This design comes from an exercise in tuning for small area, a short achievable clock period and few clock cycles on the open sky130 flow, not from production work.
No functional check of the RTL was part of any run shown here.
Power is estimated from default activity; no workload was simulated.

==> flow/design.v <==
`timescale 1ns / 1ps
module mul;
endmodule
`timescale 1ns / 1ps
module cuberoot(input [7:0] a_i, input [7:0] b_i, output [2:0] y);
wire n1;
wire n2;
wire n3;
wire n4;
wire n5;
wire n6;
wire n7;
wire n8;
wire n9;
wire n10;
wire n11;
wire n12;
wire n13;
wire n14;
wire n15;
wire n16;
wire n17;
wire n18;
wire n19;
wire n20;
wire n21;
wire n22;
wire n23;
wire n24;
wire n25;
wire n26;
wire n27;
wire n28;
wire n29;
wire n30;
wire n31;
wire n32;
wire n33;
wire n34;
wire n35;
wire n36;
wire n37;
wire n38;
wire n39;
wire n40;
wire n41;
wire n42;
wire n43;
wire n44;
wire n45;
wire n46;
wire n47;
wire n48;
wire n49;
wire n50;
wire n51;
wire n52;
wire n53;
wire n54;
wire n55;
wire n56;
wire n57;
wire n58;
wire n59;
wire n60;
wire n61;
wire n62;
wire n63;
wire n64;
wire n65;
wire n66;
wire n67;
wire n68;
wire n69;
wire n70;
wire n71;
wire n72;
wire n73;
wire n74;
wire n75;
wire n76;
wire n77;
wire n78;
wire n79;
wire n80;
wire n81;
wire n82;
wire n83;
wire n84;
wire n85;
assign n1 = ~b_i[6] & ~b_i[7];
assign n2 = ~a_i[3] & n1;
assign n3 = a_i[4] & ~n2;
assign n4 = ~b_i[4] & ~b_i[5];
assign n5 = ~b_i[6] & n4;
assign n6 = ~b_i[6] & b_i[7];
assign n7 = ~b_i[5] & ~b_i[7];
assign n8 = ~n6 & ~n7;
assign n9 = ~n5 & ~n8;
assign n10 = ~b_i[4] & ~n6;
assign n11 = ~b_i[2] & ~b_i[3];
assign n12 = n10 & ~n11;
assign n13 = b_i[4] & b_i[5];
assign n14 = b_i[5] & b_i[7];
assign n15 = ~b_i[4] & ~n14;
assign n16 = ~n13 & ~n15;
assign n17 = ~n12 & ~n16;
assign n18 = n10 & n17;
assign n19 = ~n9 & ~n18;
assign n20 = ~a_i[1] & ~n19;
assign n21 = ~n7 & ~n14;
assign n22 = ~b_i[0] & ~b_i[1];
assign n23 = ~b_i[2] & n22;
assign n24 = b_i[3] & ~n23;
assign n25 = n11 & n22;
assign n26 = b_i[6] & ~n25;
assign n27 = ~n24 & ~n26;
assign n28 = ~n21 & ~n27;
assign n29 = ~n17 & ~n28;
assign n30 = n13 & ~n24;
assign n31 = ~n4 & ~n30;
assign n32 = ~b_i[6] & ~n25;
assign n33 = ~b_i[7] & ~n32;
assign n34 = ~n31 & n33;
assign n35 = ~n29 & ~n34;
assign n36 = a_i[0] & n35;
assign n37 = ~n20 & n36;
assign n38 = a_i[1] & n19;
assign n39 = b_i[6] & ~b_i[7];
assign n40 = ~n5 & ~n39;
assign n41 = a_i[2] & n40;
assign n42 = ~n38 & ~n41;
assign n43 = ~n37 & n42;
assign n44 = ~a_i[2] & ~n40;
assign n45 = ~n43 & ~n44;
assign n46 = a_i[3] & ~n1;
assign n47 = ~n45 & ~n46;
assign n48 = n3 & ~n47;
assign n49 = a_i[5] & n48;
assign n50 = ~a_i[6] & ~n49;
assign y[2] = ~(~a_i[7] & n50);
assign n51 = a_i[6] & a_i[7];
assign n52 = y[2] & ~n51;
assign n53 = ~a_i[4] & ~n46;
assign n54 = a_i[7] & n53;
assign n55 = n45 & ~n54;
assign n56 = ~a_i[4] & n2;
assign n57 = ~a_i[7] & ~n56;
assign n58 = ~a_i[5] & ~n3;
assign n59 = ~n57 & n58;
assign n60 = ~n55 & n59;
assign y[1] = ~n52 & ~n60;
assign n61 = ~a_i[0] & ~n35;
assign n62 = ~n20 & ~n61;
assign n63 = ~n41 & ~n44;
assign n64 = ~n38 & ~n63;
assign n65 = ~a_i[5] & n64;
assign n66 = ~n62 & n65;
assign n67 = ~n48 & n66;
assign n68 = ~n3 & ~n41;
assign n69 = ~n53 & ~n68;
assign n70 = ~a_i[5] & ~n69;
assign n71 = ~a_i[7] & ~n70;
assign n72 = ~n67 & n71;
assign n73 = y[1] & ~n72;
assign n74 = a_i[5] & a_i[6];
assign n75 = n69 & n74;
assign n76 = ~n50 & ~n75;
assign n77 = a_i[6] & n64;
assign n78 = ~a_i[6] & ~n65;
assign n79 = ~n20 & ~n38;
assign n80 = n61 & ~n79;
assign n81 = ~n78 & n80;
assign n82 = ~n77 & ~n81;
assign n83 = ~n48 & ~n82;
assign n84 = ~n76 & ~n83;
assign n85 = ~a_i[7] & ~n84;
assign y[0] = ~n73 & ~n85;
endmodule
`timescale 1ns / 1ps
module root;
endmodule
`timescale 1ns / 1ps
module lab2(
    input clk_i,
    input rst_i,
    input [7:0] a_i,
    input [7:0] b_i,
    input start_i,
    output wire busy_o,
    output wire [3:0] y_bo
);
wire [2:0] y_next;
reg  [2:0] y;
cuberoot cuberoot_inst (.a_i(a_i), .b_i(b_i), .y(y_next));
assign busy_o = 1'b0;
assign y_bo = {1'b0, y};
always @(posedge clk_i)
    if (start_i && !rst_i)
        y <= y_next;
endmodule
==> flow/flow/run.sh <==
#!/bin/bash
# The standard layout, with two changes: synthesis maps the logic with ABC's
# area-oriented &nf mapper (flow/abc.script) instead of ORFS's script, and the
# port buffers are plain buf_1 cells. Everything else, the registers included,
# is the standard synthesis and flow.
set -euo pipefail
work=$PWD
cat > $work/flow_synth.tcl <<EOT
proc abc {args} {
  set i [lsearch -exact \$args -script]
  if {\$i >= 0} { set args [lreplace \$args \$i [expr {\$i + 1}] -script $work/flow/abc.script] }
  yosys abc {*}\$args
}
source $work/synth_recipe.tcl
EOT
bash standard.sh SYNTH_SCRIPT=$work/flow_synth.tcl \
  "BUFFER_PORTS_ARGS=-buffer_cell sky130_fd_sc_hd__buf_1" finish > $work/flow.log 2>&1
==> flow/flow/abc.script <==
&get -n
&dch
&nf -R 1000
&put
==> flow/standard.sh <==
#!/bin/bash
# synth_recipe.tcl (not shown) runs the flow's synth.tcl, then flattens the netlist and writes it again
# the make line also repeats each setting of config.mk as NAME=value (left out here)
make -C /OpenROAD-flow-scripts/flow DESIGN_CONFIG=/design/flow/config.mk WORK_HOME=/design/flow/orfs CLKGATE_MAP_FILE= SYNTH_SCRIPT=/design/flow/synth_recipe.tcl "${@:-finish}"
==> flow/config.mk <==
export PLATFORM = sky130hd
export DESIGN_NAME = lab2
export DESIGN_NICKNAME = lab2
export VERILOG_FILES = /design/flow/design.v
export SDC_FILE = /design/flow/constraint.sdc
export NUM_CORES = 4
export LEC_CHECK = 0
export CAP_MARGIN = 20
export CORE_AREA = 2 2 60 60
export DIE_AREA = 0 0 62 62
export SETUP_SLACK_MARGIN = 1.5
export SLEW_MARGIN = 20
==> flow/constraint.sdc <==
create_clock -name core_clock -period 5.0 [get_ports {clk_i}]
set_input_delay 1.0000 -clock core_clock [delete_from_list [all_inputs] [get_ports {clk_i}]]
set_output_delay 1.0000 -clock core_clock [all_outputs]
set_load 0.01 [all_outputs]
==> results of run 1 <==
==> kinds of logic after synthesis <==
| family | after synthesis | synth area share |
|---|---|---|
| AND/OR/NAND/NOR | 29 | 0.307 |
| AO/OA/AOI/OAI | 21 | 0.288 |
| buffers and inverters | 7 | 0.0720 |
| adder cells (fa/ha/maj) | 5 | 0.133 |
| flip-flops | 3 | 0.192 |
| other | 1 | 0.00799 |
==> synthesized netlist by cell type, drive strengths merged (2+ instances only) <==
library cell / number / area (um2)
a21oi: 8 / 40.0
buf: 2 / 15.0
clkinv: 5 / 18.8
edfxtp: 3 / 90.1
ha: 5 / 62.6
nand2: 4 / 15.0
nor2: 11 / 41.3
nor2b: 3 / 18.8
nor3: 3 / 15.0
nor3b: 3 / 22.5
o21ai: 3 / 15.0
o32ai: 2 / 17.5
or2: 2 / 12.5
==> layout make-up <==
| cell class | instances | area, um2 | share of cell area |
|---|---|---|---|
| multi-input cells | 57 | 369 | 0.575 |
| well taps | 46 | 57.6 | 0.0897 |
| flip-flops and latches | 3 | 90.1 | 0.140 |
| clock buffers | 4 | 26.3 | 0.0409 |
| repair buffers | 21 | 80.1 | 0.125 |
| inverters | 5 | 18.8 | 0.0292 |
==> where the power goes <==
group | internal, mW | total (mW) | switching, mW
clock | 0.0299 | 0.0416 | 0.0117
combinational | 0.0179 | 0.0433 | 0.0254
sequential | 0.0304 | 0.0309 | 0.000436
total | 0.0782 | 0.116 | 0.0376
==> path summary, 6_finish.rpt <==
check / slack (ps) / startpoint / endpoint / depth (start not counted)
max: 1770 / b_i[7] / y[0]$_DFFE_PP_ / 12
min: 1080 / rst_i / y[0]$_DFFE_PP_ / 2
==> per-layer routing <==
metal,vias up,GRT usage,part of all wire
met1,252,0.0681,0.42
met5,-,0,0
met2,17,0.106,0.50
li1,286,-,-
met3,2,0.0104,0.066
met4,0,0.0426,0.018
==> run notes, run 1 <==
status complete, no violations; Setup crit end kind flip-flop; Area Overhead vs Synth 36.8%; Die X 62 um; slowest stage delay, CP 380 ps; clock sinks 3; CTS resizes 0; CTS tree built; DR vias/cell 4.10; I/O Buffers 21; crit-path cells buf_1 -> ha_1 -> o41ai_2 -> clkinv_1 -> ha_1 -> nor3_1 -> nor2_1 -> o21ai_1 -> o21bai_1 -> or2_0 -> a21oi_1 -> a21oi_1; static leakage 0.215 nW; ANT nets after route 0; EDFF count, synth 3; Worst Tran Pin Value 492 ps; Final min period 3230 ps; largest net degree at the start of global routing 10; drt initial violations 12; final count of hold timing violations 0; Max Clk Rate 0.310 GHz; Place WS 1360 ps; Clock transition at path regs 40 ps; CP required 4970 ps; final hold slack 1080 ps; flops & latches, synth 3; Post-Syn Area 469 um2; cells after synthesis 66; fin area about 640 um2; share of layout cells above drive strength 1 0.0778; Pins Over Slew Limit 0; Global Route Usage Sum 0.0614; final worst path period share 0.646; gpl congestion ~0.7; Worst Hold Class in2reg; Die Span Y 62 um; DRT Pass-1 Iters 4; top flop regs y (3); Wirelength per Cell 8.77 um; Crit Path Max Fanout 8; Placed Cells 132; CTS Hold Buffers Added 0; ant diodes 0; DP HPWL between 900 and 1000 um; gr ovfl total 0; num rows 21; CP Launch Type input port; initial antenna violation count 0; vias post-DR between 500 and 600; max cap viols 0; Ports 24; total power 0.116 mW; Final Worst Setup Slack around 1800 ps; Inserted Clock Buffers 3; maximum clock path buffer count 2; total die area 0.00384 mm2; crit path buf inv count 2; CP Class in2reg; syn_area_per_cell 7.11 um2; DRT Wirelength between 1000 and 1500 um; Core ar. 0.00328 mm2; Post-synth top flop edfxtp_1; Post-CTS Setup Bufs 0; Worst Path Arrival approximately 3200 ps; Max stage delay cell, worst path o41ai_2; final instance count without filler cells 136; Setup TNS 0 ps; vias in the first global route 483; DRC 0; commonest non-fill, non-tap cell in the layout buf_1; Final nets 115; final core utilization 0.195; Top delay family on crit path compound AO/OA/AOI/OAI gates; Async S/R FF share, synth 0; Reg with most FFs y; Worst slew margin 0.663; Placed Area ~590 um2; Unique masters post-synth 25; max reg flops 3; highest-count cells in the layout ignoring fill and taps 20 x buf_1, 11 x nor2_1, 8 x a21oi_1; Setup violations, final 0; root buffer cell clkbuf_4; RSZ-0062 raised after global routing false; first-pass GRT wire length 1770 um; post-synthesis sequential area ratio 0.192; yosys warns 1; htree depth 1; maximum VDD drop approximately 0.000034 V; power density cells around 180 mW/mm2; Fillers about 380; Starting Density 0.143
==> run 2: changes to the inputs <==
==> flow/design.v (replaced) <==
`timescale 1ns / 1ps
module mul;
endmodule
`timescale 1ns / 1ps
module cuberoot(input [7:0] a_i, input [7:0] b_i, output [2:0] y);
wire n1;
wire n2;
wire n3;
wire n4;
wire n5;
wire n6;
wire n7;
wire n8;
wire n9;
wire n10;
wire n11;
wire n12;
wire n13;
wire n14;
wire n15;
wire n16;
wire n17;
wire n18;
wire n19;
wire n20;
wire n21;
wire n22;
wire n23;
wire n24;
wire n25;
wire n26;
wire n27;
wire n28;
wire n29;
wire n30;
wire n31;
wire n32;
wire n33;
wire n34;
wire n35;
wire n36;
wire n37;
wire n38;
wire n39;
wire n40;
wire n41;
wire n42;
wire n43;
wire n44;
wire n45;
wire n46;
wire n47;
wire n48;
wire n49;
wire n50;
wire n51;
wire n52;
wire n53;
wire n54;
wire n55;
wire n56;
wire n57;
wire n58;
wire n59;
wire n60;
wire n61;
wire n62;
wire n63;
wire n64;
wire n65;
wire n66;
wire n67;
wire n68;
wire n69;
wire n70;
wire n71;
wire n72;
wire n73;
wire n74;
wire n75;
wire n76;
wire n77;
wire n78;
wire n79;
wire n80;
wire n81;
wire n82;
wire n83;
wire n84;
wire n85;
wire n86;
wire n87;
wire n88;
wire n89;
wire n90;
wire n91;
wire n92;
wire n93;
wire n94;
wire n95;
wire n96;
wire n97;
wire n98;
wire n99;
wire n100;
wire n101;
wire n102;
assign n1 = ~b_i[4] & ~b_i[6];
assign n2 = ~b_i[5] & n1;
assign n3 = b_i[5] & b_i[7];
assign n4 = b_i[4] & ~b_i[7];
assign n5 = ~n3 & ~n4;
assign n6 = ~n2 & n5;
assign n7 = ~b_i[2] & ~b_i[3];
assign n8 = ~b_i[0] & ~b_i[1];
assign n9 = n7 & n8;
assign n10 = ~n6 & ~n9;
assign n11 = ~b_i[2] & n8;
assign n12 = b_i[3] & ~n11;
assign n13 = b_i[6] & ~b_i[7];
assign n14 = ~b_i[6] & b_i[7];
assign n15 = ~n13 & ~n14;
assign n16 = b_i[5] & n15;
assign n17 = ~n12 & ~n16;
assign n18 = ~b_i[6] & ~b_i[7];
assign n19 = ~b_i[5] & ~n18;
assign n20 = n17 & ~n19;
assign n21 = n10 & ~n20;
assign n22 = ~b_i[4] & ~n3;
assign n23 = n7 & n22;
assign n24 = ~b_i[5] & ~b_i[7];
assign n25 = ~n1 & n24;
assign n26 = a_i[1] & ~n14;
assign n27 = ~n25 & n26;
assign n28 = ~n23 & n27;
assign n29 = a_i[1] & n14;
assign n30 = n2 & n29;
assign n31 = ~n28 & ~n30;
assign n32 = n7 & ~n8;
assign n33 = n22 & n32;
assign n34 = ~n6 & n33;
assign n35 = b_i[4] & n3;
assign n36 = n7 & ~n24;
assign n37 = n22 & n36;
assign n38 = ~n35 & ~n37;
assign n39 = ~n34 & n38;
assign n40 = n31 & n39;
assign n41 = ~n21 & n40;
assign n42 = ~n14 & ~n25;
assign n43 = ~n23 & n42;
assign n44 = n2 & n14;
assign n45 = ~a_i[1] & ~n44;
assign n46 = ~n43 & n45;
assign n47 = ~n2 & ~n13;
assign n48 = a_i[2] & n47;
assign n49 = ~a_i[2] & ~n47;
assign n50 = ~n48 & ~n49;
assign n51 = ~n46 & n50;
assign n52 = ~a_i[0] & n31;
assign n53 = n51 & ~n52;
assign n54 = ~n41 & n53;
assign n55 = ~a_i[3] & n18;
assign n56 = a_i[4] & ~n55;
assign n57 = ~n48 & ~n56;
assign n58 = ~n54 & n57;
assign n59 = a_i[3] & ~n18;
assign n60 = ~a_i[4] & ~n59;
assign n61 = ~n58 & ~n60;
assign n62 = ~a_i[5] & ~n61;
assign n63 = a_i[6] & a_i[7];
assign n64 = ~n62 & n63;
assign n65 = ~n48 & ~n59;
assign n66 = ~n54 & n65;
assign n67 = n56 & ~n66;
assign n68 = a_i[5] & n67;
assign n69 = ~n57 & ~n60;
assign n70 = ~n54 & n69;
assign n71 = ~a_i[0] & n39;
assign n72 = ~n21 & n71;
assign n73 = ~n51 & n72;
assign n74 = n31 & ~n50;
assign n75 = a_i[5] & ~n74;
assign n76 = ~n73 & n75;
assign n77 = n70 & n76;
assign n78 = a_i[6] & ~a_i[7];
assign n79 = ~n77 & n78;
assign n80 = ~n68 & n79;
assign n81 = ~n64 & ~n80;
assign n82 = ~n46 & ~n72;
assign n83 = n74 & ~n82;
assign n84 = n70 & ~n83;
assign n85 = ~n67 & ~n84;
assign n86 = ~n48 & ~n54;
assign n87 = n46 & ~n50;
assign n88 = n72 & n87;
assign n89 = ~a_i[4] & n55;
assign n90 = ~n88 & n89;
assign n91 = n86 & n90;
assign n92 = ~a_i[6] & ~a_i[7];
assign n93 = ~a_i[5] & n92;
assign n94 = ~n91 & n93;
assign n95 = n85 & n94;
assign n96 = a_i[5] & n92;
assign n97 = n67 & n96;
assign n98 = ~n95 & ~n97;
assign y[0] = n81 & n98;
assign y[2] = ~(~n68 & n92);
assign n99 = ~a_i[4] & ~a_i[5];
assign n100 = n55 & n99;
assign n101 = n86 & n100;
assign n102 = ~y[2] & ~n101;
assign y[1] = ~(~n64 & ~n102);
endmodule
`timescale 1ns / 1ps
module root;
endmodule
`timescale 1ns / 1ps
module lab2(
    input clk_i,
    input rst_i,
    input [7:0] a_i,
    input [7:0] b_i,
    input start_i,
    output wire busy_o,
    output wire [3:0] y_bo
);
wire [2:0] y_next;
reg  [2:0] y;
cuberoot cuberoot_inst (.a_i(a_i), .b_i(b_i), .y(y_next));
assign busy_o = 1'b0;
assign y_bo = {1'b0, y};
always @(posedge clk_i)
    if (start_i && !rst_i)
        y <= y_next;
endmodule
==> flow/flow/abc.script (replaced) <==
&get -n
&nf -p
&put
==> run 2 against run 1 <==
Against the previous run:
- die area did not move
- cell area increased by 10%
- fmax shrank 1.8%
- sequential share of layout area shrank 1.3 points
- non-clock buffer count did not move
- core utilization is 2.0 points higher
- hold slack better by 14 ps
- synthesized cell count grew 11%
- first-iteration DRC count is 50% higher
==> run notes, run 2 <==
CTS tree built; Wirelength per Cell ~9.7 um; Final nets 122; Max Clk Rate around 0.3 GHz; Adder-Cell Fraction of Synth Area 0.115; slowest stage delay, CP 400 ps; Inserted Clock Buffers 3; share of layout cells above drive strength 1 0.0619; Seq pwr share 0.254; DRC 0; DRT Wirelength 1390 um; Async S/R FF share, synth 0; XOR/XNOR Fraction of Synth Area 0; Die X 62 um; status complete, no violations; Area Overhead vs Synth 30.1%; Synth Area in Simple Gates 0.280; commonest non-fill, non-tap cell in the layout buf_1; max cap viols 0; ANT nets after route 0; first-pass GRT wire length 2230 um; root buffer cell clkbuf_4; DR vias/cell 4.46; final count of hold timing violations 0; Clock transition at path regs 40 ps; Final min period 3290 ps; gr ovfl total 0; power density cells 171 mW/mm2; htree depth 1; vias in the first global route 556; Comb power frac 0.395; flops & latches, synth 3; Post-synth top flop edfxtp_1; static leakage 0.245 nW; initial antenna violation count 0; syn_area_per_cell roughly 7.5 um2; largest net degree at the start of global routing 9; Synth Area in Compound Gates 0.329; Setup TNS 0 ps; hold_sp rst_i; Global Route Usage Sum 0.0771; vias post-DR 638; final core utilization 0.216; Crit Path Max Fanout 5; CP required 4970 ps; Setup crit end kind flip-flop; maximum clock path buffer count 2; Post-CTS Setup Bufs 0; total power 0.121 mW; CP Launch Type input port; Synth area leaders edfxtp_1 17%, ha_1 11%, clkinv_1 5.5%; P_int 0.0791 mW; Max stage delay cell, worst path o311a_1; clock sinks 3; Clock Power Share 0.351; post-synthesis mux area share 0.0207; ant diodes 0; Place WS 1420 ps; share of the synthesized area in the top cell type 0.166; Final Worst Setup Slack 1710 ps; Starting Density 0.166; Core ar. 0.00328 mm2; cells after synthesis 73; num rows 21; yosys warns 1; Die Span Y approximately 62 um; RSZ-0062 raised after global routing false; Unique masters post-synth 33; Top delay family on crit path compound AO/OA/AOI/OAI gates; gpl congestion 0.789; highest-count cells in the layout ignoring fill and taps 20 x buf_1, 8 x clkinv_1, 8 x nor2_1; I/O Buffers 21; Ports 24; max reg flops 3; crit path buf inv count 3; Setup violations, final 0; drt initial violations 18; DP HPWL 1140 um; CP Launch Point b_i[6]; Worst Hold Class in2reg; Reg with most FFs y; Post-synth top cells 8 x clkinv_1, 8 x nor2_1, 5 x a21oi_1, 5 x ha_1, 4 x nor3_1; post-synthesis sequential area ratio 0.166; DRT Pass-1 Iters 5; total die area 0.00384 mm2; final worst path period share 0.658; Worst Path Arrival 3250 ps; crit-path cells buf_1 -> clkinv_1 -> ha_1 -> clkinv_1 -> a221oi_2 -> nor2_1 -> o311a_1 -> o311a_1 -> a221oi_1 -> nor4_1; Fillers roughly 370; EDFF count, synth 3; Switch Pwr about 0.042 mW; Sw Share 0.346; Pins Over Slew Limit 0; CP Class in2reg; top flop regs y (3); maximum VDD drop 0.0000282 V; post-synth top area cell edfxtp_1; Post-Syn Area 544 um2; largest family of logic cells by synthesized area compound AO/OA/AOI/OAI gates
run 2: cell types whose count changed in the layout (fill, tap and decap cells not counted), sizes merged, moves of 3 or more:
| cell | before | now |
|---|---|---|
| nor3b | 3 | 0 |
| clkinv | 5 | 8 |
| a21oi | 8 | 5 |
| nor2 | 11 | 8 |
run 2: power groups by stage:
| stage | Clock, mW | Combinational [mW] | Sequential (mW) |
|---|---|---|---|
| after floorplan | 0 | 0.0300 | 0.0323 |
| after global placement | 0 | 0.0464 | 0.0311 |
| after detailed placement | 0 | 0.0458 | 0.0312 |
| after CTS | 0.0453 | 0.0463 | 0.0308 |
| after global routing | 0.0470 | 0.0545 | 0.0312 |
| final | 0.0425 | 0.0478 | 0.0308 |
run 2: per-layer routing:
layer,routed length [um],vias up,GRT usage,part of all wire
li1,-,325,-,-
met1,641,285,0.105,0.46
met2,615,24,0.103,0.44
met3,110,4,0.0145,0.079
met4,25,0,0.0638,0.018
met5,0,-,0,0
run 2: path summary, 6_finish.rpt:
path / endpoint / slack, ps / depth (start not counted)
worst max-delay path: y[0]$_DFFE_PP_ / 1710 / 10
worst min-delay path: y[2]$_DFFE_PP_ / 1100 / 2
run 2: logic make-up after synthesis:
| kind of cell | count (synthesis) |
|---|---|
| AOI/OAI and AO/OA | 23 |
| DFF | 3 |
| adders and majority gates | 5 |
| other | 1 |
| muxes | 1 |
| buffers and inverters | 10 |
| and+or+nand+nor | 30 |
run 2: layout make-up:
type | count | area (um2) | area share
multi-input cells | 61 | 424 | 0.599
flip-flops and latches | 3 | 90.1 | 0.127
repair buffers | 21 | 80.1 | 0.113
well taps | 46 | 57.6 | 0.0813
inverters | 8 | 30.0 | 0.0424
clock buffers | 4 | 26.3 | 0.0371
run 2: metrics by stage:
stage / std cells / area, um2 / hold WS [ps]
floorplan: 74 / 548 / 1190
global placement: 139 / 669 / 1320
detailed placement: 139 / 669 / 1340
CTS: 143 / 696 / 1090
global route: 143 / 708 / 1120
finish: 143 / 708 / 1100
run 2: timing repair:
item / 4_1_cts / 5_1_grt
resized for setup: 0 / 3
endpoints found under the setup margin: 0 / 3
hold buffers: 0 / 0
==> run 3: changes to the inputs <==
==> flow/design.v (replaced) <==
`timescale 1ns / 1ps
module mul;
endmodule
`timescale 1ns / 1ps
module cuberoot(input [7:0] a_i, input [7:0] b_i, output [2:0] y);
wire n1;
wire n2;
wire n3;
wire n4;
wire n5;
wire n6;
wire n7;
wire n8;
wire n9;
wire n10;
wire n11;
wire n12;
wire n13;
wire n14;
wire n15;
wire n16;
wire n17;
wire n18;
wire n19;
wire n20;
wire n21;
wire n22;
wire n23;
wire n24;
wire n25;
wire n26;
wire n27;
wire n28;
wire n29;
wire n30;
wire n31;
wire n32;
wire n33;
wire n34;
wire n35;
wire n36;
wire n37;
wire n38;
wire n39;
wire n40;
wire n41;
wire n42;
wire n43;
wire n44;
wire n45;
wire n46;
wire n47;
wire n48;
wire n49;
wire n50;
wire n51;
wire n52;
wire n53;
wire n54;
wire n55;
wire n56;
wire n57;
wire n58;
wire n59;
wire n60;
wire n61;
wire n62;
wire n63;
wire n64;
wire n65;
wire n66;
wire n67;
wire n68;
wire n69;
wire n70;
wire n71;
wire n72;
wire n73;
wire n74;
wire n75;
wire n76;
wire n77;
wire n78;
wire n79;
wire n80;
wire n81;
wire n82;
wire n83;
wire n84;
assign n1 = ~a_i[6] & ~a_i[7];
assign n2 = ~b_i[6] & ~b_i[7];
assign n3 = ~a_i[3] & n2;
assign n4 = a_i[4] & ~n3;
assign n5 = b_i[6] & ~b_i[7];
assign n6 = ~b_i[4] & ~b_i[5];
assign n7 = ~b_i[6] & n6;
assign n8 = ~n5 & ~n7;
assign n9 = a_i[2] & n8;
assign n10 = ~a_i[2] & ~n8;
assign n11 = ~n9 & ~n10;
assign n12 = ~b_i[6] & b_i[7];
assign n13 = ~b_i[5] & ~b_i[7];
assign n14 = ~n12 & ~n13;
assign n15 = ~n7 & ~n14;
assign n16 = ~b_i[4] & ~n12;
assign n17 = b_i[5] & b_i[7];
assign n18 = ~b_i[2] & ~b_i[3];
assign n19 = ~n17 & n18;
assign n20 = n16 & n19;
assign n21 = ~n15 & ~n20;
assign n22 = ~a_i[1] & ~n21;
assign n23 = n11 & ~n22;
assign n24 = a_i[1] & n21;
assign n25 = ~b_i[0] & ~b_i[1];
assign n26 = ~b_i[2] & n25;
assign n27 = ~b_i[5] & n2;
assign n28 = b_i[4] & ~n5;
assign n29 = b_i[5] & ~n16;
assign n30 = ~n28 & n29;
assign n31 = ~n27 & ~n30;
assign n32 = n26 & ~n31;
assign n33 = ~n26 & n31;
assign n34 = ~b_i[3] & ~n33;
assign n35 = b_i[4] & ~b_i[7];
assign n36 = ~n17 & ~n35;
assign n37 = ~n27 & n36;
assign n38 = ~n34 & ~n37;
assign n39 = b_i[4] & n17;
assign n40 = ~n12 & ~n20;
assign n41 = ~n15 & ~n40;
assign n42 = ~n39 & ~n41;
assign n43 = ~n38 & n42;
assign n44 = ~n32 & ~n43;
assign n45 = a_i[0] & n44;
assign n46 = ~n24 & ~n45;
assign n47 = n23 & ~n46;
assign n48 = ~n9 & ~n47;
assign n49 = a_i[3] & ~n2;
assign n50 = n48 & ~n49;
assign n51 = n4 & ~n50;
assign n52 = a_i[5] & n51;
assign n53 = ~a_i[4] & ~n49;
assign n54 = ~n4 & n48;
assign n55 = ~n53 & ~n54;
assign n56 = ~n47 & n55;
assign n57 = ~n11 & ~n24;
assign n58 = ~a_i[0] & ~n44;
assign n59 = ~n22 & ~n58;
assign n60 = n57 & ~n59;
assign n61 = n56 & ~n60;
assign n62 = ~a_i[4] & n3;
assign n63 = n48 & n62;
assign n64 = ~n11 & n22;
assign n65 = n58 & n64;
assign n66 = n63 & ~n65;
assign n67 = ~a_i[5] & ~n51;
assign n68 = ~n66 & n67;
assign n69 = ~n61 & n68;
assign n70 = ~n52 & ~n69;
assign n71 = n1 & ~n70;
assign n72 = ~n23 & n58;
assign n73 = a_i[5] & ~n57;
assign n74 = ~n72 & n73;
assign n75 = n56 & n74;
assign n76 = a_i[6] & ~a_i[7];
assign n77 = ~n52 & n76;
assign n78 = ~n75 & n77;
assign n79 = ~a_i[5] & ~n55;
assign n80 = a_i[6] & a_i[7];
assign n81 = ~n79 & n80;
assign n82 = ~n78 & ~n81;
assign y[0] = ~n71 & n82;
assign y[2] = ~(n1 & ~n52);
assign n83 = n63 & n79;
assign n84 = ~y[2] & ~n83;
assign y[1] = ~(~n81 & ~n84);
endmodule
`timescale 1ns / 1ps
module root;
endmodule
`timescale 1ns / 1ps
module lab2(
    input clk_i,
    input rst_i,
    input [7:0] a_i,
    input [7:0] b_i,
    input start_i,
    output wire busy_o,
    output wire [3:0] y_bo
);
wire [2:0] y_next;
reg  [2:0] y;
cuberoot cuberoot_inst (.a_i(a_i), .b_i(b_i), .y(y_next));
assign busy_o = 1'b0;
assign y_bo = {1'b0, y};
always @(posedge clk_i)
    if (start_i && !rst_i)
        y <= y_next;
endmodule
==> flow/flow/abc.script (replaced) <==
&get -n
&dch
&nf -R 1000
&put
==> run 3 against run 2 <==
Against the previous run:
- still clean
- global-route usage fell by 2.0 points
- area after synthesis down 22%
- sequential power is essentially flat
- critical endpoint unchanged
==> run notes, run 3 <==
I/O Buffers 21; CTS tree built; Async S/R FF share, synth 0; highest-count cells in the layout ignoring fill and taps 19 x buf_1, 12 x nand2_1, 8 x nor2_1; Pins Over Slew Limit 0; Setup TNS 0 ps; commonest non-fill, non-tap cell in the layout buf_1; DRT Pass-1 Iters 4; Post-Syn Area 425 um2; maximum clock path buffer count 2; final hold slack 1080 ps; ANT nets after route 0; share of the synthesized area in the top cell type 0.212; CP required about 5100 ps; gr ovfl total 0; Reg with most FFs y; static leakage 0.202 nW; Post-synth top flop edfxtp_1; Die Span Y 62 um; maximum VDD drop 0.0000384 V; initial antenna violation count 0; htree depth 1; Max stage delay cell, worst path or4_4; RSZ-0062 raised after global routing false; Area Overhead vs Synth 39.1%; EDFF count, synth 3; Setup violations, final 0; Fillers 375; hold_sp rst_i; post-synthesis sequential area ratio 0.212; status complete, no violations; cells after synthesis 66; Final nets 111; Hold Path Sink y[1]$_DFFE_PP_; power density cells a little under 200 mW/mm2; CP Launch Type input port; Die X slightly above 60 um; Final min period 3360 ps; register area 90.1 um2; yosys warns 1; area of the multi-input gates around 320 um2; syn_area_per_cell between 6 and 7 um2; crit-path most repeated cell nand2_1; slowest stage delay, CP ~500 ps; share of layout cells above drive strength 1 0.0889; DRC 0; Top delay family on crit path simple AND/OR/NAND/NOR gates; clock sinks 3; hold path depth 2; Unique masters post-synth 26; DRT Wirelength 1100 um; final core utilization 0.180; DR vias/cell 3.82; Wirelength per Cell 8.10 um; max reg flops 3; top flop regs y (3); final worst path period share 0.672; crit path buf inv count 2; vias in the first global route just over 400; CTS Hold Buffers Added 0; Synth area leaders edfxtp_1 21%, nand2_1 11%, o21ai_0 7.1%; final count of hold timing violations 0; crit-path cells clkbuf_2 -> nor2b_1 -> or2_0 -> or4_4 -> clkinv_1 -> o21ai_0 -> a32oi_1 -> nand2_1 -> a21oi_2 -> nor2_1 -> a22oi_2 -> nand2b_1 -> o2111ai_1 -> nand2_1 -> a21oi_1; Worst Hold Class in2reg; num rows 21; Crit Path Max Fanout 9; max cap viols 0; Global Route Usage Sum 0.0567; root buffer cell clkbuf_4; Inserted Clock Buffers 3; DP HPWL 922 um; Ports 24; CP Class in2reg; Max Clk Rate approximately 0.30 GHz; vias post-DR 520; Clock transition at path regs ~40 ps; Worst Path Arrival about 3500 ps; ant diodes 0; largest net degree at the start of global routing 10; first-pass GRT wire length roughly 1600 um; Core ar. 0.00328 mm2; count leader, synth nand2_1; Post-synth top cells 12 x nand2_1, 8 x nor2_1, 6 x o21ai_0; drt initial violations 11; Setup crit end kind flip-flop; flops & latches, synth 3; post-synth top area cell edfxtp_1; Starting Density 0.130; total die area 0.00384 mm2; gpl congestion ~0.83
run 3: where the power goes:
group	switching, mW	internal (mW)
clock network	0.0131	0.0299
logic	0.0256	0.0170
registers	0.000360	0.0304
run 3: cells by family (layout without fill, tap and decap cells):
| family | after synthesis | in the layout | share of synthesized area |
|---|---|---|---|
| buf+inv | 6 | 29 | 0.0706 |
| flops | 3 | 3 | 0.212 |
| other cells | 1 | 2 | 0.00882 |
| compound gates | 18 | 18 | 0.265 |
| fa+ha+maj | 1 | 1 | 0.0294 |
| simple gates | 37 | 37 | 0.415 |
run 3: final cells by class:
type	instances	share of cell area
repair buffers	21	0.137
clock buffers	4	0.0444
flip-flops and latches	3	0.152
inverters	4	0.0254
well taps	46	0.0973
multi-input cells	58	0.543
run 3: stage by stage:
stage	power [mW]	instance area (um2)	setup WS (ps)	std cells
after floorplan	0.0586	429	1750	67
after global placement	0.0715	551	1260	132
after detailed placement	0.0713	551	1220	132
after CTS	0.118	583	1510	136
after global routing	0.125	592	1500	136
final	0.116	592	1640	136
run 3: timing repair:
| item | in CTS | in global routing |
|---|---|---|
| gates resized for setup | 2 | 3 |
| setup endpoints to repair | 1 | 2 |
| pin swaps | 0 | 2 |
| setup buffers | 0 | 0 |
| cloned | 0 | 0 |
| endpoints found under the hold margin | 0 | 0 |
run 3: worst max-delay path by stage:
| stage | from | end | slack (ps) | depth (start not counted) |
|---|---|---|---|---|
| after floorplan | b_i[7] | y[0]$_DFFE_PP_ | 1750 | 14 |
| after global placement | b_i[7] | y[0]$_DFFE_PP_ | 1260 | 15 |
| after detailed placement | b_i[6] | y[0]$_DFFE_PP_ | 1220 | 15 |
| after CTS | b_i[7] | y[0]$_DFFE_PP_ | 1510 | 15 |
| after global routing | b_i[7] | y[0]$_DFFE_PP_ | 1500 | 15 |
| final | b_i[7] | y[0]$_DFFE_PP_ | 1640 | 15 |
run 3: routing by layer:
| layer | part of all wire | wire length, um | GRT usage |
|---|---|---|---|
| met3 | 0.096 | 106 | 0.00828 |
| met1 | 0.51 | 564 | 0.0804 |
| met2 | 0.37 | 411 | 0.0789 |
| met5 | 0 | 0 | 0 |
| met4 | 0.017 | 19 | 0.0365 |
==> run 4: changes to the inputs <==
==> flow/design.v (replaced) <==
`timescale 1ns / 1ps
module mul;
endmodule
`timescale 1ns / 1ps
module cuberoot(input [7:0] a_i, input [7:0] b_i, output [2:0] y);
wire n1;
wire n2;
wire n3;
wire n4;
wire n5;
wire n6;
wire n7;
wire n8;
wire n9;
wire n10;
wire n11;
wire n12;
wire n13;
wire n14;
wire n15;
wire n16;
wire n17;
wire n18;
wire n19;
wire n20;
wire n21;
wire n22;
wire n23;
wire n24;
wire n25;
wire n26;
wire n27;
wire n28;
wire n29;
wire n30;
wire n31;
wire n32;
wire n33;
wire n34;
wire n35;
wire n36;
wire n37;
wire n38;
wire n39;
wire n40;
wire n41;
wire n42;
wire n43;
wire n44;
wire n45;
wire n46;
wire n47;
wire n48;
wire n49;
wire n50;
wire n51;
wire n52;
wire n53;
wire n54;
wire n55;
wire n56;
wire n57;
wire n58;
wire n59;
wire n60;
wire n61;
wire n62;
wire n63;
wire n64;
wire n65;
wire n66;
wire n67;
wire n68;
wire n69;
wire n70;
wire n71;
wire n72;
wire n73;
wire n74;
wire n75;
wire n76;
wire n77;
wire n78;
wire n79;
wire n80;
wire n81;
wire n82;
wire n83;
wire n84;
wire n85;
assign n1 = ~b_i[5] & ~b_i[6];
assign n2 = ~b_i[4] & n1;
assign n3 = ~b_i[5] & ~b_i[7];
assign n4 = ~b_i[6] & b_i[7];
assign n5 = ~n3 & ~n4;
assign n6 = ~n2 & ~n5;
assign n7 = ~b_i[2] & ~b_i[3];
assign n8 = b_i[5] & b_i[7];
assign n9 = ~b_i[4] & ~n8;
assign n10 = n7 & n9;
assign n11 = ~n4 & n10;
assign n12 = ~n6 & ~n11;
assign n13 = b_i[6] & ~b_i[7];
assign n14 = ~n2 & ~n13;
assign n15 = n12 & n14;
assign n16 = ~b_i[0] & ~b_i[1];
assign n17 = ~b_i[2] & n16;
assign n18 = b_i[3] & ~n17;
assign n19 = ~n12 & ~n14;
assign n20 = ~n18 & ~n19;
assign n21 = ~n15 & n20;
assign n22 = n7 & n16;
assign n23 = ~b_i[4] & ~n1;
assign n24 = ~b_i[7] & ~n23;
assign n25 = ~n8 & ~n24;
assign n26 = ~n22 & ~n25;
assign n27 = ~n21 & n26;
assign n28 = b_i[4] & n8;
assign n29 = ~n2 & ~n10;
assign n30 = ~n3 & ~n29;
assign n31 = ~n28 & ~n30;
assign n32 = ~n27 & n31;
assign n33 = ~a_i[0] & n32;
assign n34 = ~a_i[2] & ~n14;
assign n35 = a_i[2] & n14;
assign n36 = ~n34 & ~n35;
assign n37 = a_i[1] & n12;
assign n38 = ~n36 & ~n37;
assign n39 = ~a_i[1] & ~n12;
assign n40 = ~a_i[6] & ~n39;
assign n41 = n38 & ~n40;
assign n42 = n33 & n41;
assign n43 = ~a_i[6] & ~n42;
assign n44 = ~a_i[7] & ~n43;
assign n45 = ~b_i[6] & ~b_i[7];
assign n46 = a_i[3] & ~n45;
assign n47 = ~a_i[4] & ~n46;
assign n48 = a_i[7] & n47;
assign n49 = ~a_i[3] & n45;
assign n50 = a_i[4] & ~n49;
assign n51 = ~n35 & ~n50;
assign n52 = a_i[0] & ~n39;
assign n53 = ~n32 & n52;
assign n54 = ~n37 & ~n53;
assign n55 = n36 & ~n54;
assign n56 = n51 & ~n55;
assign n57 = ~n48 & ~n56;
assign n58 = ~a_i[4] & n49;
assign n59 = ~a_i[7] & ~n58;
assign n60 = ~a_i[5] & ~n59;
assign n61 = ~n57 & n60;
assign n62 = ~n44 & n61;
assign n63 = ~n35 & ~n46;
assign n64 = ~n55 & n63;
assign n65 = n50 & ~n64;
assign n66 = a_i[5] & n65;
assign n67 = ~a_i[6] & ~a_i[7];
assign n68 = n66 & n67;
assign n69 = ~n37 & ~n39;
assign n70 = a_i[6] & ~n69;
assign n71 = ~n38 & ~n70;
assign n72 = n33 & ~n71;
assign n73 = ~n47 & ~n51;
assign n74 = ~n41 & n73;
assign n75 = ~n72 & n74;
assign n76 = a_i[5] & ~a_i[6];
assign n77 = ~a_i[7] & ~n76;
assign n78 = ~n75 & n77;
assign n79 = ~n65 & n78;
assign n80 = a_i[5] & ~a_i[7];
assign n81 = a_i[6] & ~n80;
assign n82 = ~n79 & ~n81;
assign n83 = ~n68 & n82;
assign y[0] = ~(~n62 & ~n83);
assign y[2] = ~(~n66 & n67);
assign n84 = a_i[6] & a_i[7];
assign n85 = y[2] & ~n84;
assign y[1] = ~n61 & ~n85;
endmodule
`timescale 1ns / 1ps
module root;
endmodule
`timescale 1ns / 1ps
module lab2(
    input clk_i,
    input rst_i,
    input [7:0] a_i,
    input [7:0] b_i,
    input start_i,
    output wire busy_o,
    output wire [3:0] y_bo
);
wire [2:0] y_next;
reg  [2:0] y;
cuberoot cuberoot_inst (.a_i(a_i), .b_i(b_i), .y(y_next));
assign busy_o = 1'b0;
assign y_bo = {1'b0, y};
always @(posedge clk_i)
    if (start_i && !rst_i)
        y <= y_next;
endmodule
==> run 4 against run 3 <==
Against the previous run:
- combinational power shrank 3%
- first-iteration DRC count down 64%
- final cell count fell by 2.2%
- largest power group unchanged
- fmax grew 5.3%
- sequential share of layout area decreased by 0.53 points
- power fell by 1.3%
- worst setup slack gained 170 ps
- cell area increased by 3.6%
- synthesized cell count fell by 4.5%
- die area did not move
==> run notes, run 4 <==
status complete, no violations; CP Launch Type input port; Die Span Y between 60 and 70 um; syn_area_per_cell 6.75 um2; Async S/R FF share, synth 0; Worst Setup EP y[0]$_DFFE_PP_; CP required between 4000 and 5000 ps; max cap viols 0; maximum VDD drop approximately 0.000037 V; RSZ-0062 raised after global routing false; Fillers 389; Unique masters post-synth 24; maximum clock path buffer count 2; CP Launch Point b_i[5]; largest net degree at the start of global routing 10; Post-CTS Setup Bufs 0; EDFF count, synth 3; hold_sp rst_i; final core utilization 0.187; DP HPWL 946 um; Ports 24; Max stage delay cell, worst path o41ai_1; Die X between 60 and 70 um; Worst Path Arrival approximately 3200 ps; max reg flops 3; first-pass GRT wire length 1680 um; flops & latches, synth 3; yosys warns 1; Pins Over Slew Limit 0; commonest non-fill, non-tap cell in the layout buf_1; Max Clk Rate ~0.31 GHz; Global Route Usage Sum 0.0601; slowest stage delay, CP 350 ps; cells after synthesis 63; total power approximately 0.11 mW; I/O Buffers 21; count leader, synth nor2_1; crit-path cells buf_1 -> or2_0 -> a21oi_1 -> a21oi_2 -> o21ai_0 -> a21oi_1 -> o311ai_2 -> and3b_1 -> o21ai_0 -> a21oi_1 -> o41ai_1 -> o21ai_0; htree depth 1; CP Depth 12; root buffer cell clkbuf_4; Crit Path Max Fanout 6; Setup crit end kind flip-flop; ant diodes 0; Core ar. ~0.0033 mm2; Post-Syn Area 425 um2; crit path buf inv count 1; Post-synth top flop edfxtp_1; DRT Wirelength between 1000 and 1500 um; drt initial violations 4; Inserted Clock Buffers 3; gpl congestion slightly above 0.7; Post-synth top cells 11 x nor2_1, 9 x a21oi_1, 7 x o21ai_0; clock sinks 3; power density cells 187 mW/mm2; Worst Hold Class in2reg; CP Class in2reg; post-synth top area cell edfxtp_1; top flop regs y (3); DR vias/cell 4.05; Starting Density 0.130; gr ovfl total 0; Clock transition at path regs 40 ps; final worst path period share 0.638; initial antenna violation count 0; final count of hold timing violations 0; vias in the first global route 451; Area Overhead vs Synth 44.1%; ANT nets after route 0; share of the synthesized area in the top cell type 0.212; Synth area leaders edfxtp_1 21%, a21oi_1 11%, nor2_1 9.7%; num rows 21; post-synthesis sequential area ratio 0.212; Setup TNS 0 ps; vias post-DR 539; static leakage 0.195 nW; DRC 0; Setup violations, final 0; Wirelength per Cell 8.55 um; CTS tree built; Final nets 110; highest-count cells in the layout ignoring fill and taps 20 x buf_1, 11 x nor2_1, 8 x a21oi_1; total die area 0.00384 mm2; Reg with most FFs y; Top delay family on crit path compound AO/OA/AOI/OAI gates; share of layout cells above drive strength 1 0.0920; DRT Pass-1 Iters 4; Final min period 3190 ps
==> run 4: cell count changes after synthesis, sizes merged, moves of 2 or more <==
| cell | delta |
|---|---|
| ha | +2 |
| a2111oi | +2 |
| or2 | -2 |
| nand2 | -8 |
| a21oi | +5 |
| nor2 | +3 |
==> run 4: worst min-delay path by stage <==
stage | end | cells after the start
floorplan | y[2]$_DFFE_PP_ | 2
global placement | y[0]$_DFFE_PP_ | 2
detailed placement | y[0]$_DFFE_PP_ | 2
CTS | y[0]$_DFFE_PP_ | 2
global route | y[1]$_DFFE_PP_ | 2
finish | y[0]$_DFFE_PP_ | 2
==> run 4: stage by stage <==
stage | setup slack (ps) | hold WS (ps) | area [um2] | instances
2_1_floorplan | 1810 | 1180 | 429 | 64
3_3_place_gp | 1210 | 1320 | 551 | 129
3_5_place_dp | 1220 | 1320 | 551 | 129
4_1_cts | 1520 | 1080 | 578 | 133
5_1_grt | 1540 | 1110 | 613 | 133
6_report | 1810 | 1080 | 613 | 133
==> run 4: area by class of cell <==
cell class	instances	area [um2]	share of cell area
Multi-Input combinational cell	54	340	0.555
Sequential cell	3	90.1	0.147
Timing Repair Buffer	21	80.1	0.131
Tap cell	46	57.6	0.0939
Clock buffer	4	26.3	0.0429
Inverter	5	18.8	0.0306
==> run 4: timing repair <==
action / 4_1_cts / 5_1_grt
hold buffers: 0 / 0
resized for setup: 1 / 7
endpoints found under the setup margin: 1 / 3
==> run 4: routing by layer <==
metal | share of wire | global-route usage
met1 | 0.46 | 0.0680
met2 | 0.46 | 0.101
met3 | 0.073 | 0.00828
met4 | 0.0053 | 0.0456
met5 | 0 | 0
==> run 4: kinds of logic after synthesis <==
| logic type | after synthesis | share of synthesized area |
|---|---|---|
| other | 1 | 0.00882 |
| flip-flops | 3 | 0.212 |
| AND/OR/NAND/NOR | 25 | 0.274 |
| AO/OA/AOI/OAI | 24 | 0.338 |
| adder cells (fa/ha/maj) | 3 | 0.0882 |
| buffers and inverters | 7 | 0.0794 |
==> run 4: power breakdown <==
| part | internal [mW] | leakage [nW] | switching, mW |
|---|---|---|---|
| Combinational | 0.0164 | 0.151 | 0.0248 |
| Sequential | 0.0304 | 0.0288 | 0.000423 |
| Clock | 0.0299 | 0.0150 | 0.0130 |
| Total | 0.0767 | 0.195 | 0.0382 |
==> run 5: changes to the inputs <==
==> flow/flow/abc.script (replaced) <==
&get -n
&dch
&nf -R 1000
&put
topo
upsize
dnsize
==> run 5 against run 4 <==
Against the previous run:
- still clean
- hold slack improved by 8.7 ps
- cell area did not move
- routed wire length fell by 4.8%
- sequential power barely moved
- largest cell class unchanged
==> run notes, run 5 <==
Wirelength per Cell 8.14 um; Max stage delay cell, worst path a2111oi_4; gr ovfl total 0; Unique masters post-synth 28; yosys warns 1; ant diodes 0; DRC 0; drt initial violations 11; Async S/R FF share, synth 0; CP required about 5000 ps; share of layout cells above drive strength 1 0.0920; Post-Syn Area approximately 460 um2; maximum clock path buffer count 2; Setup TNS 0 ps; DP HPWL between 900 and 1000 um; vias post-DR 519; I/O Buffers 21; Core ar. 0.00328 mm2; share of the synthesized area in the top cell type 0.195; Post-CTS Setup Bufs 0; total die area 0.00384 mm2; RSZ-0062 raised after global routing false; gpl congestion between 0.8 and 0.9; flops & latches, synth 3; CP Launch Type input port; first-pass GRT wire length 1840 um; Post-synth top flop edfxtp_1; post-synthesis sequential area ratio 0.195; Synth area leaders edfxtp_1 20%, nor2_1 8.9%, ha_1 8.1%; Max Clk Rate 0.325 GHz; DRT Pass-1 Iters 3; Worst Path Arrival 3050 ps; Reg with most FFs y; cells after synthesis 63; Adder-Cell Fraction of Synth Area 0.0813; hold path depth 2; Setup violations, final 0; Setup crit end kind flip-flop; Crit Path Max Fanout 9; status complete, no violations; count leader, synth nor2_1; crit path buf inv count 1; max cap viols 0; CP Depth 12; Die X 62 um; maximum VDD drop 0.0000325 V; initial antenna violation count 0; Starting Density 0.141; Area Overhead vs Synth 32.8%; htree depth 1; vias in the first global route 463; root buffer cell clkbuf_4; crit-path cells buf_1 -> a2111oi_4 -> a21oi_2 -> o21ai_1 -> a21oi_1 -> o311ai_1 -> and3b_1 -> o21ai_2 -> a21oi_2 -> nand2_1 -> nor3_1 -> o21ai_1; Fillers 381; Clock transition at path regs 30 ps; CTS resizes 0; CP Class in2reg; Ports 24; DRT Wirelength roughly 1100 um; slowest stage delay, CP 420 ps; Global Route Usage Sum 0.0639; Final nets 110; Top delay family on crit path compound AO/OA/AOI/OAI gates; largest family of logic cells by synthesized area compound AO/OA/AOI/OAI gates; Final min period 3080 ps; Post-synth top cells 11 x nor2_1, 7 x a21oi_1, 5 x clkinv_1; clock sinks 3; Placed Area 587 um2; final count of hold timing violations 0; XOR/XNOR Fraction of Synth Area 0; syn_area_per_cell about 7.3 um2; largest net degree at the start of global routing 10; Synth Area in Simple Gates 0.252; num rows 21; top flop regs y (3); highest-count cells in the layout ignoring fill and taps 21 x buf_1, 11 x nor2_1, 7 x a21oi_1; static leakage 0.191 nW; Die Span Y 62 um; ANT nets after route 0; Synth Area in Compound Gates 0.390; power density cells 188 mW/mm2; EDFF count, synth 3; Pins Over Slew Limit 0; Worst Hold Class in2reg; CTS Hold Buffers Added 0; DR vias/cell just under 4; commonest non-fill, non-tap cell in the layout buf_1; final worst path period share 0.616; post-synth top area cell edfxtp_1; CTS tree built; fin area 613 um2; Inserted Clock Buffers 3; post-synthesis mux area share 0; max reg flops 3
-- run 5: cell types whose count changed after synthesis --
cell,change
o311ai_0,-1
a21oi_1,-2
o21ai_0,-3
o21ai_1,+2
a2111oi_2,+1
a2111oi_4,+1
o21ai_2,+1
o311ai_1,+1
a2111oi_0,-2
a21oi_2,+2
-- run 5: routing by layer --
layer,vias up,routed length (um),part of all wire,track usage
li1,279,-,-,-
met1,222,545,0.50,0.0842
met2,18,448,0.41,0.0982
met3,0,89,0.082,0.0104
met4,0,0,0,0.0365
met5,-,0,0,0
-- run 5: area by class of cell --
cell class,count,area (um2),share of cell area
sequential,3,90.1,0.147
tap,46,57.6,0.0939
multi-input combinational,54,342,0.557
clock buffer,4,26.3,0.0429
timing repair buffer,21,78.8,0.129
inverter,5,18.8,0.0306
-- run 5: metrics by stage --
stage / hold slack [ps] / cells / worst slack [ps] / power, mW / util
after detailed placement: 1330 / 129 / 1670 / 0.0748 / 0.179
after global placement: 1320 / 129 / 1770 / 0.0746 / 0.179
final: 1090 / 133 / 1920 / 0.115 / 0.187
after CTS: 1090 / 133 / 1910 / 0.118 / 0.187
after global routing: 1120 / 133 / 1650 / 0.128 / 0.187
after floorplan: 1180 / 64 / 2140 / 0.0601 / -
-- run 5: path summary, 6_finish.rpt --
path / startpoint / endpoint
worst max-delay path: b_i[7] / y[0]$_DFFE_PP_
worst min-delay path: rst_i / y[1]$_DFFE_PP_
-- run 5: cell families (layout without fill, tap and decap cells) --
| kind of cell | count (synthesis) | after routing |
|---|---|---|
| adder cells (fa/ha/maj) | 3 | 3 |
| AO/OA/AOI/OAI | 24 | 24 |
| buffers and inverters | 7 | 30 |
| AND/OR/NAND/NOR | 25 | 25 |
| other | 1 | 2 |
| flip-flops | 3 | 3 |
-- run 5: where the power goes --
group | leakage (nW) | total (mW) | switching, mW | internal, mW
registers | 0.0288 | 0.0308 | 0.000433 | 0.0304
clock network | 0.0150 | 0.0409 | 0.0111 | 0.0298
logic | 0.148 | 0.0436 | 0.0263 | 0.0173
total | 0.191 | 0.115 | 0.0379 | 0.0775
==> run 6: changes to the inputs <==
==> flow/design.v (replaced) <==
`timescale 1ns / 1ps
module mul;
endmodule
`timescale 1ns / 1ps
module cuberoot(input [7:0] a_i, input [7:0] b_i, output [2:0] y);
wire n1;
wire n2;
wire n3;
wire n4;
wire n5;
wire n6;
wire n7;
wire n8;
wire n9;
wire n10;
wire n11;
wire n12;
wire n13;
wire n14;
wire n15;
wire n16;
wire n17;
wire n18;
wire n19;
wire n20;
wire n21;
wire n22;
wire n23;
wire n24;
wire n25;
wire n26;
wire n27;
wire n28;
wire n29;
wire n30;
wire n31;
wire n32;
wire n33;
wire n34;
wire n35;
wire n36;
wire n37;
wire n38;
wire n39;
wire n40;
wire n41;
wire n42;
wire n43;
wire n44;
wire n45;
wire n46;
wire n47;
wire n48;
wire n49;
wire n50;
wire n51;
wire n52;
wire n53;
wire n54;
wire n55;
wire n56;
wire n57;
wire n58;
wire n59;
wire n60;
wire n61;
wire n62;
wire n63;
wire n64;
wire n65;
wire n66;
wire n67;
wire n68;
wire n69;
wire n70;
wire n71;
wire n72;
wire n73;
wire n74;
wire n75;
wire n76;
wire n77;
wire n78;
wire n79;
wire n80;
wire n81;
wire n82;
wire n83;
assign n1 = ~a_i[6] & ~a_i[7];
assign n2 = b_i[5] & b_i[7];
assign n3 = ~b_i[2] & ~b_i[3];
assign n4 = ~b_i[4] & n3;
assign n5 = ~n2 & n4;
assign n6 = ~b_i[6] & b_i[7];
assign n7 = n5 & ~n6;
assign n8 = ~b_i[4] & ~b_i[6];
assign n9 = ~b_i[5] & n8;
assign n10 = ~b_i[5] & ~b_i[7];
assign n11 = ~n6 & ~n10;
assign n12 = ~n9 & ~n11;
assign n13 = ~n7 & ~n12;
assign n14 = a_i[1] & n13;
assign n15 = ~b_i[0] & ~b_i[1];
assign n16 = ~b_i[2] & n15;
assign n17 = ~b_i[3] & n16;
assign n18 = b_i[4] & ~b_i[7];
assign n19 = ~n2 & ~n18;
assign n20 = ~n9 & n19;
assign n21 = ~n17 & ~n20;
assign n22 = b_i[4] & n2;
assign n23 = ~n21 & ~n22;
assign n24 = b_i[3] & ~n16;
assign n25 = ~b_i[6] & ~b_i[7];
assign n26 = ~b_i[5] & ~n25;
assign n27 = b_i[6] & ~b_i[7];
assign n28 = b_i[5] & ~n8;
assign n29 = ~n27 & n28;
assign n30 = ~n26 & ~n29;
assign n31 = ~n24 & n30;
assign n32 = ~n23 & ~n31;
assign n33 = n10 & ~n21;
assign n34 = n5 & ~n33;
assign n35 = ~n32 & ~n34;
assign n36 = a_i[0] & ~n35;
assign n37 = ~n14 & ~n36;
assign n38 = ~a_i[1] & ~n13;
assign n39 = ~n9 & ~n27;
assign n40 = a_i[2] & n39;
assign n41 = ~a_i[2] & ~n39;
assign n42 = ~n40 & ~n41;
assign n43 = ~n38 & n42;
assign n44 = ~n37 & n43;
assign n45 = ~a_i[3] & n25;
assign n46 = a_i[4] & ~n45;
assign n47 = a_i[3] & ~n25;
assign n48 = ~a_i[4] & ~n47;
assign n49 = ~n40 & ~n44;
assign n50 = ~n48 & ~n49;
assign n51 = ~n46 & ~n50;
assign n52 = ~n44 & ~n51;
assign n53 = ~n14 & ~n42;
assign n54 = ~a_i[0] & n35;
assign n55 = ~n38 & ~n54;
assign n56 = n53 & ~n55;
assign n57 = n52 & ~n56;
assign n58 = ~a_i[4] & n45;
assign n59 = n49 & n58;
assign n60 = n38 & ~n42;
assign n61 = n54 & n60;
assign n62 = n59 & ~n61;
assign n63 = ~n47 & n49;
assign n64 = n46 & ~n63;
assign n65 = ~a_i[5] & ~n64;
assign n66 = ~n62 & n65;
assign n67 = ~n57 & n66;
assign n68 = a_i[5] & n64;
assign n69 = ~n67 & ~n68;
assign n70 = n1 & ~n69;
assign n71 = ~a_i[5] & n51;
assign n72 = a_i[6] & a_i[7];
assign n73 = ~n71 & n72;
assign n74 = ~n53 & ~n54;
assign n75 = ~n43 & ~n74;
assign n76 = a_i[5] & ~n75;
assign n77 = n52 & n76;
assign n78 = a_i[6] & ~a_i[7];
assign n79 = ~n68 & n78;
assign n80 = ~n77 & n79;
assign n81 = ~n73 & ~n80;
assign y[0] = ~n70 & n81;
assign n82 = n59 & n71;
assign y[2] = ~(n1 & ~n68);
assign n83 = ~n73 & y[2];
assign y[1] = ~n82 & ~n83;
endmodule
`timescale 1ns / 1ps
module root;
endmodule
`timescale 1ns / 1ps
module lab2(
    input clk_i,
    input rst_i,
    input [7:0] a_i,
    input [7:0] b_i,
    input start_i,
    output wire busy_o,
    output wire [3:0] y_bo
);
wire [2:0] y_next;
reg  [2:0] y;
cuberoot cuberoot_inst (.a_i(a_i), .b_i(b_i), .y(y_next));
assign busy_o = 1'b0;
assign y_bo = {1'b0, y};
always @(posedge clk_i)
    if (start_i && !rst_i)
        y <= y_next;
endmodule
==> flow/flow/abc.script (replaced) <==
strash
dch
map -D 1700
topo
upsize -D 1700
dnsize -D 1700
==> run 6 against run 5 <==
Against the previous run:
- critical endpoint unchanged
- largest power group is now the clock network
- sequential cell count unchanged
- count of clock-buffer cells in the layout unchanged
- sequential power is essentially flat
- fmax up 6.4%
- highest routed layer is now met4
- area after synthesis down 7.9%
- final cell count is 7.5% higher
==> run notes, run 6 <==
power density cells 198 mW/mm2; Final min period around 2900 ps; Async S/R FF share, synth 0; post-synth top area cell edfxtp_1; drt initial violations 11; Global Route Usage Sum 0.0610; Area Overhead vs Synth 35.6%; EDFF count, synth 3; I/O Buffers 21; htree depth 1; Post-synth top flop edfxtp_1; DRC 0; post-synthesis sequential area ratio 0.212; Die X 62 um; CTS resizes 0; final hold slack 1070 ps; Starting Density 0.130; Max Clk Rate 0.345 GHz; highest-count cells in the layout ignoring fill and taps 21 x buf_1, 16 x nor2_1, 12 x clkinv_1; Fillers between 300 and 400; commonest non-fill, non-tap cell in the layout buf_1; initial antenna violation count 0; final worst path period share 0.579; maximum VDD drop 0.0000441 V; Setup TNS 0 ps; Clock transition at path regs 40 ps; maximum clock path buffer count 2; RSZ-0062 raised after global routing false; fin area around 580 um2; Setup crit end kind flip-flop; first-pass GRT wire length 1720 um; largest net degree at the start of global routing 7; count leader, synth nor2_1; CP Class in2reg; Synth area leaders edfxtp_1 21%, nor2_1 14%, clkinv_1 11%; num rows 21; share of layout cells above drive strength 1 0.0309; status complete, no violations; ant diodes 0; vias in the first global route 509; DR vias/cell between 3 and 4; top flop regs y (3); yosys warns 1; Post-synth top cells 16 x nor2_1, 12 x clkinv_1, 10 x nand2_1; flops & latches, synth 3; clock sinks 3; max reg flops 3; CTS Hold Buffers Added 0; share of the synthesized area in the top cell type 0.212; Final nets 118; Die Span Y 62 um; Worst Hold Class in2reg; gr ovfl total 0; Setup violations, final 0; Ports 24; CTS tree built; gpl congestion 0.745; DRT Pass-1 Iters 2; cells after synthesis 73; root buffer cell clkbuf_4; vias post-DR 538; Inserted Clock Buffers 3; Wirelength per Cell 7.57 um; Core ar. 0.00328 mm2; Reg with most FFs y; Pins Over Slew Limit 0; DRT Wirelength between 1000 and 1500 um; Worst Path Arrival ~2900 ps; final count of hold timing violations 0; Crit Path Max Fanout 4; Post-CTS Setup Bufs 0; Placed Area 551 um2; Post-Syn Area 425 um2; ANT nets after route 0; syn_area_per_cell between 5 and 6 um2; CP Launch Type input port; Unique masters post-synth 21; CP required 4980 ps; static leakage 0.202 nW; max cap viols 0; final core utilization 0.176; total die area 0.00384 mm2; DP HPWL 970 um
## run 6: cell types whose count changed after synthesis, sizes merged, moves of 4 or more
cell / before / now
clkinv: 5 / 12
nand3: 1 / 5
nor2: 11 / 16
nand2: 4 / 10
a21oi: 9 / 2
## run 6: logic make-up (layout without fill, tap and decap cells)
kind of cell               after synthesis  in the layout  share of synthesized area
and+or+nand+nor                         38             38                      0.379
DFF                                      3              3                      0.212
AOI/OAI and AO/OA                       15             15                      0.221
buffers and inverters                   15             38                      0.150
adders and majority gates                1              1                     0.0294
other                                    1              2                    0.00882
## run 6: worst max-delay path, stage by stage
cell	delay (ps)
buf_1	70
nor3_1	290
nor2_1	70
o32ai_1	260
o21ai_1	130
a21oi_1	140
nor2_1	80
or2_1	230
o22ai_1	280
nor2_1	70
nand3_1	80
nand4_1	70
nand2_1	60
a31oi_1	40
## run 6: path summary, 6_finish.rpt
path                  depth (start not counted)        endpoint   start
worst min-delay path                          2  y[0]$_DFFE_PP_   rst_i
worst max-delay path                         14  y[0]$_DFFE_PP_  b_i[1]
## run 6: power by group
| group | internal, mW | switching (mW) | leakage [nW] |
|---|---|---|---|
| combinational | 0.0152 | 0.0249 | 0.158 |
| sequential | 0.0304 | 0.000339 | 0.0290 |
| clock | 0.0299 | 0.0132 | 0.0150 |
## run 6: layer usage
metal	vias up	part of all wire	GRT usage
li1	291	-	-
met1	233	0.37	0.0520
met2	10	0.56	0.125
met3	4	0.042	0.00621
met4	0	0.027	0.0456
met5	-	0	0
## run 6: cell type report
type                            instances  area (um2)  area share
Timing Repair Buffer                   21        78.8       0.137
Multi-Input combinational cell         56         275       0.477
Sequential cell                         3        90.1       0.156
Tap cell                               46        57.6      0.0998
Inverter                               13        48.8      0.0846
Clock buffer                            4        26.3      0.0456
## run 6: through the flow
step	worst slack [ps]	total power [mW]	instances
floorplan	2220	0.0595	74
global placement	1900	0.0708	139
detailed placement	1870	0.0715	139
CTS	2120	0.116	143
global route	1950	0.123	143
finish	2100	0.114	143

[afterwards: timing with drivers on the ports]
The results above use ideal ports. As a check the final layouts listed here were re-extracted and re-timed, cells and wires unchanged. Step 1 assumes that a clkbuf_16 drives the clock port and a buf_2 every other input. Step 2, shift: input delay + t, output delay - t, t = (earliest + latest rising clock arrival at the registers) / 2. This alone moves slack from input paths to output paths. Three values: ideal ports, drivers, drivers and shift; two values: the first two.
run	t, ns	setup WS [ns]	clock arrival spread, ns	worst data-port slew with drivers (ns)
run 1	0.244	1.771 / 1.768 / 1.524	0.002 / 0.001	0.04
run 2	0.248	1.712 / 1.708 / 1.460	0.002 / 0.002	0.04
run 3	0.249	1.639 / 1.632 / 1.383	0.002 / 0.002	0.04
run 4	0.250	1.809 / 1.802 / 1.552	0.003 / 0.002	0.04
run 5	0.242	1.920 / 1.917 / 1.675	0.001 / 0.001	0.04
run 6	0.252	2.105 / 2.103 / 1.851	0.003 / 0.003	0.03
After both steps every run listed still meets setup and hold. The setup slack of run 4, which loses most, moves by -0.007 ns with the drivers and by -0.257 ns with both steps.
